This is an optimization exercise on Yosys and OpenROAD, whose aim is small area, not a production implementation.
RTL that was checked went through simulation tests only; none was proved equivalent to the original.

## AES_Composite_enc
module AES_Composite_enc(Kin, Din, Dout, Krdy, Drdy, Kvld, Dvld, EN, BSY, CLK, RSTn, cc_out);
   input  [127:0] Kin;   
   input  [127:0] Din;   
   output [127:0] Dout;  
   input          Krdy;  
   input          Drdy;  
   output         Kvld;  
   output         Dvld;  
   input          EN;    
   output         BSY;   
   input          CLK;   
   input          RSTn;  
   output reg [31:0] cc_out;
   wire rst = ~RSTn;
   reg [127:0] dat, key, rkey;
   reg [111:0] sh;           
   reg         Dvld, Kvld, BSY, sel;
   reg [7:0]   i;            
   reg [6:0]   p;            
   reg         sv;           
   reg [6:0]   sq;           
   reg [7:0]   rcon;
   reg         m;
   reg [1:0]   n;
   reg [2:0]   k;
   reg [3:0]   l;
   reg         on;
   reg [3:0]   j;
   reg [31:0]  R;
   wire p0  = (p == 7'd0);
   wire p8  = (p == 7'd8);
   wire p72 = (p == 7'd72);
   wire p79 = (p == 7'd79);
   wire [6:0] pinc = p79 ? 7'd0 : p + 7'd1;
   wire st0 = sv & (sq == 7'd0);            
   wire idle = (m == 1'b0) && (n == 2'd0) && (k == 3'd0) && (l == 4'd0);
   wire h = on & idle;
   wire ev = p8 | (p72 & ~st0);
   wire act = ~p0 | sel;                    
   wire i7 = i[7];
   reg  [7:0] ahi, anx;
   reg  [7:0] alo;
   always @(*) begin
      case (1'b1)
        i[0]: ahi = dat[127:120];
        i[1]: ahi = dat[111:104];
        i[2]: ahi = dat[95:88];
        i[3]: ahi = dat[79:72];
        i[4]: ahi = dat[63:56];
        i[5]: ahi = dat[47:40];
        i[6]: ahi = dat[31:24];
        default: ahi = dat[15:8];
      endcase
   end
   always @(*) begin
      case (1'b1)
        i[0]: anx = dat[103:96];
        i[1]: anx = dat[87:80];
        i[2]: anx = dat[71:64];
        i[3]: anx = dat[55:48];
        i[4]: anx = dat[39:32];
        i[5]: anx = dat[23:16];
        default: anx = dat[7:0];
      endcase
   end
   wire [15:0] a = {ahi, alo};
   wire [15:0] sb;
   masoleh sbd (a, sb);
   wire [127:0] key_d = (EN & Krdy) ? Kin : key;    
   wire         rsel = EN & (Krdy | (p0 & ~on));
   wire [127:0] rkd = rsel ? key_d : rkey;
   wire [15:0]  ks;
   reg  [15:0]  kc;
  ...
For scale: ~600 flip-flops, about 420 I/O pins.
Settings: LEC_CHECK=0, CAP_MARGIN=20, CORE_MARGIN=2, CORE_UTILIZATION=55, SLEW_MARGIN=20; clock period 14.0 ns.
standard.sh (not shown) runs the stock make flow with config.mk's settings and CLKGATE_MAP_FILE= SYNTH_SCRIPT=/design/flow/synth_recipe.tcl, a recipe that flattens the netlist after the stock synthesis.
==> flow/flow/run.sh <==
#!/bin/bash
# Layout flow: the standard ORFS flow (standard.sh) with
#  - synthesis: the standard script, but abc maps for area (flow/abc_area.script)
#  - port buffers: buf_1 instead of the resizer's default pick
#  - CTS: clkbuf_4 buffers, no dummy loads
set -euo pipefail
W=$PWD
export MY_ABC_SCRIPT=$W/flow/abc_area.script
export FLOW_SYNTH_TCL=$W/synth_recipe.tcl
export BUFFER_PORTS_ARGS="-buffer_cell sky130_fd_sc_hd__buf_1"
export CTS_ARGS="-sink_clustering_enable -repair_clock_nets -dont_use_dummy_load -buf_list sky130_fd_sc_hd__clkbuf_4"
bash standard.sh SYNTH_SCRIPT=$W/flow/my_synth.tcl finish > $W/flow_make.log 2>&1
==> flow/flow/abc_area.script <==
strash
dch
amap -F 10 -A 10
topo
==> flow/flow/my_synth.tcl <==
proc abc {args} {
  set i [lsearch -exact $args -script]
  if {$i >= 0} { lset args [expr {$i+1}] $::env(MY_ABC_SCRIPT) }
  puts "abc (area script): $args"
  yosys abc {*}$args
}
source $::env(FLOW_SYNTH_TCL)
The baseline completed without violations.
Rerun with:
--- a/flow/design.v
+++ b/flow/design.v
@@ -182,69 +182,24 @@
    end
    always @(posedge CLK or posedge rst) begin
       if (rst) R <= 32'hffffffff;
       else R <= cc_out;
    end
    wire g = ((p <= 7'd8) || (j == 4'd9)) && BSY;
    wire [1:0] s = sb[1:0];
    wire [31:0] ca = (s == 2'd0) ? {R[30:0], 1'b0} : {R[29:0], 2'b0};
    wire [31:0] cb = (s == 2'd1) ? 32'd0 : (s == 2'd3) ? {R[30:0], 1'b0} : R;
-   wire [31:0] csum;
-   bk_add32 cadd (ca, cb, 1'b1, csum);
+   wire [31:0] csum = ca + cb + 32'd1;
    always @(*) begin
       if (g && !rst) cc_out = R[0] ? csum : {1'b0, R[31:1]};
       else cc_out = R;
    end
 endmodule
-module bk_add32(input [31:0] a, input [31:0] b, input cin, output [31:0] sum);
-   wire [31:0] p0 = a ^ b;
-   wire [31:0] g0 = a & b;
-   wire [31:0] gi = {g0[31:1], g0[0] | (p0[0] & cin)};
-   wire [31:0] pi = p0;
-   wire [31:0] G1, P1, G2, P2, G3, P3, G4, P4, G5, P5;
-   genvar x;
-   generate for (x = 0; x < 32; x = x + 1) begin : l1
-      if (x % 2 == 1) begin
-         assign G1[x] = gi[x] | (pi[x] & gi[x-1]); assign P1[x] = pi[x] & pi[x-1];
-      end else begin assign G1[x] = gi[x]; assign P1[x] = pi[x]; end
-   end endgenerate
-   generate for (x = 0; x < 32; x = x + 1) begin : l2
-      if (x % 4 == 3) begin
-         assign G2[x] = G1[x] | (P1[x] & G1[x-2]); assign P2[x] = P1[x] & P1[x-2];
-      end else begin assign G2[x] = G1[x]; assign P2[x] = P1[x]; end
-   end endgenerate
-   generate for (x = 0; x < 32; x = x + 1) begin : l3
-      if (x % 8 == 7) begin
-         assign G3[x] = G2[x] | (P2[x] & G2[x-4]); assign P3[x] = P2[x] & P2[x-4];
-      end else begin assign G3[x] = G2[x]; assign P3[x] = P2[x]; end
-   end endgenerate
-   generate for (x = 0; x < 32; x = x + 1) begin : l4
-      if (x % 16 == 15) begin
-         assign G4[x] = G3[x] | (P3[x] & G3[x-8]); assign P4[x] = P3[x] & P3[x-8];
-      end else begin assign G4[x] = G3[x]; assign P4[x] = P3[x]; end
-   end endgenerate
-   generate for (x = 0; x < 32; x = x + 1) begin : l5
-      if (x == 31) begin
-         assign G5[x] = G4[x] | (P4[x] & G4[x-16]); assign P5[x] = P4[x] & P4[x-16];
-      end else begin assign G5[x] = G4[x]; assign P5[x] = P4[x]; end
-   end endgenerate
-   wire [31:0] C;
-   generate for (x = 0; x < 32; x = x + 1) begin : dn
-      if (x == 0) assign C[x] = G5[0];
-      else if (x == 1 || x == 3 || x == 7 || x == 15 || x == 31) assign C[x] = G5[x];
-      else if (x % 16 == 15 && x > 15) assign C[x] = G5[x];
-      else if (x % 8 == 7) assign C[x] = G3[x] | (P3[x] & C[x-8]);
-      else if (x % 4 == 3) assign C[x] = G2[x] | (P2[x] & C[x-4]);
-      else if (x % 2 == 1) assign C[x] = G1[x] | (P1[x] & C[x-2]);
-      else assign C[x] = gi[x] | (pi[x] & C[x-1]);
-   end endgenerate
-   assign sum = p0 ^ {C[30:0], cin};
-endmodule
 module MixDelta(x, y);
    input  [31:0] x;
    output [31:0] y;
    wire [7:0] a0 = x[31:24], a1 = x[23:16], a2 = x[15:8], a3 = x[7:0];
    wire [7:0] s01 = a0 ^ a1, s12 = a1 ^ a2, s23 = a2 ^ a3, s30 = a3 ^ a0;
    wire [7:0] t = s01 ^ s23;
    assign y[31:24] = xtime(s01) ^ t;
    assign y[23:16] = xtime(s12) ^ t;
    assign y[15: 8] = xtime(s23) ^ t;
=> Now the flow ran to the end with violations: setup timing. Utilization goes up by 1.5 points. Die area grows slightly. Final area grows by a few percent. Hold slack gets better by 0.0056 ns. Via count rises by a few percent. Setup slack is worse by 1.2 ns. Global-route usage is about the same. Area after synthesis came out higher slightly. Sequential share of layout area shrinks by 1.0 points.
Only the layout flow was run in the second run of this note; the RTL was not checked for function there.

-- static timing again, ports no longer ideal --
In the flow no input, the clock included, has a driving cell. The finished layouts below were timed again as built, in two steps. Step 1: set_driving_cell puts a clkbuf_16 on CLK and a buf_2 on each other input, an assumption about the parent block. Step 2 times the ports against the registers' clock, not the clock port: input delays grow and output delays shrink by t, the midpoint of the rising clock arrivals with the driver on. a / b / c = ideal ports / drivers / drivers and shift; a / b = the first two.
run | t, ns | setup slack, ns | worst hold slack (ns) | worst setup path after step 2 | slew at the worst register clock pin (ns)
the first run | 1.002 | 0.701 / 0.634 / 0.017 | 0.367 / 0.367 / 0.367 | input to register | 0.08 / 0.08
the second run | 1.027 | -0.521 / -0.521 / -0.521 | 0.372 / 0.372 / 0.372 | register to register | 0.08 / 0.08
The setup slack of the first run, which loses most, moves by -0.067 ns with the drivers and by -0.684 ns with both steps.
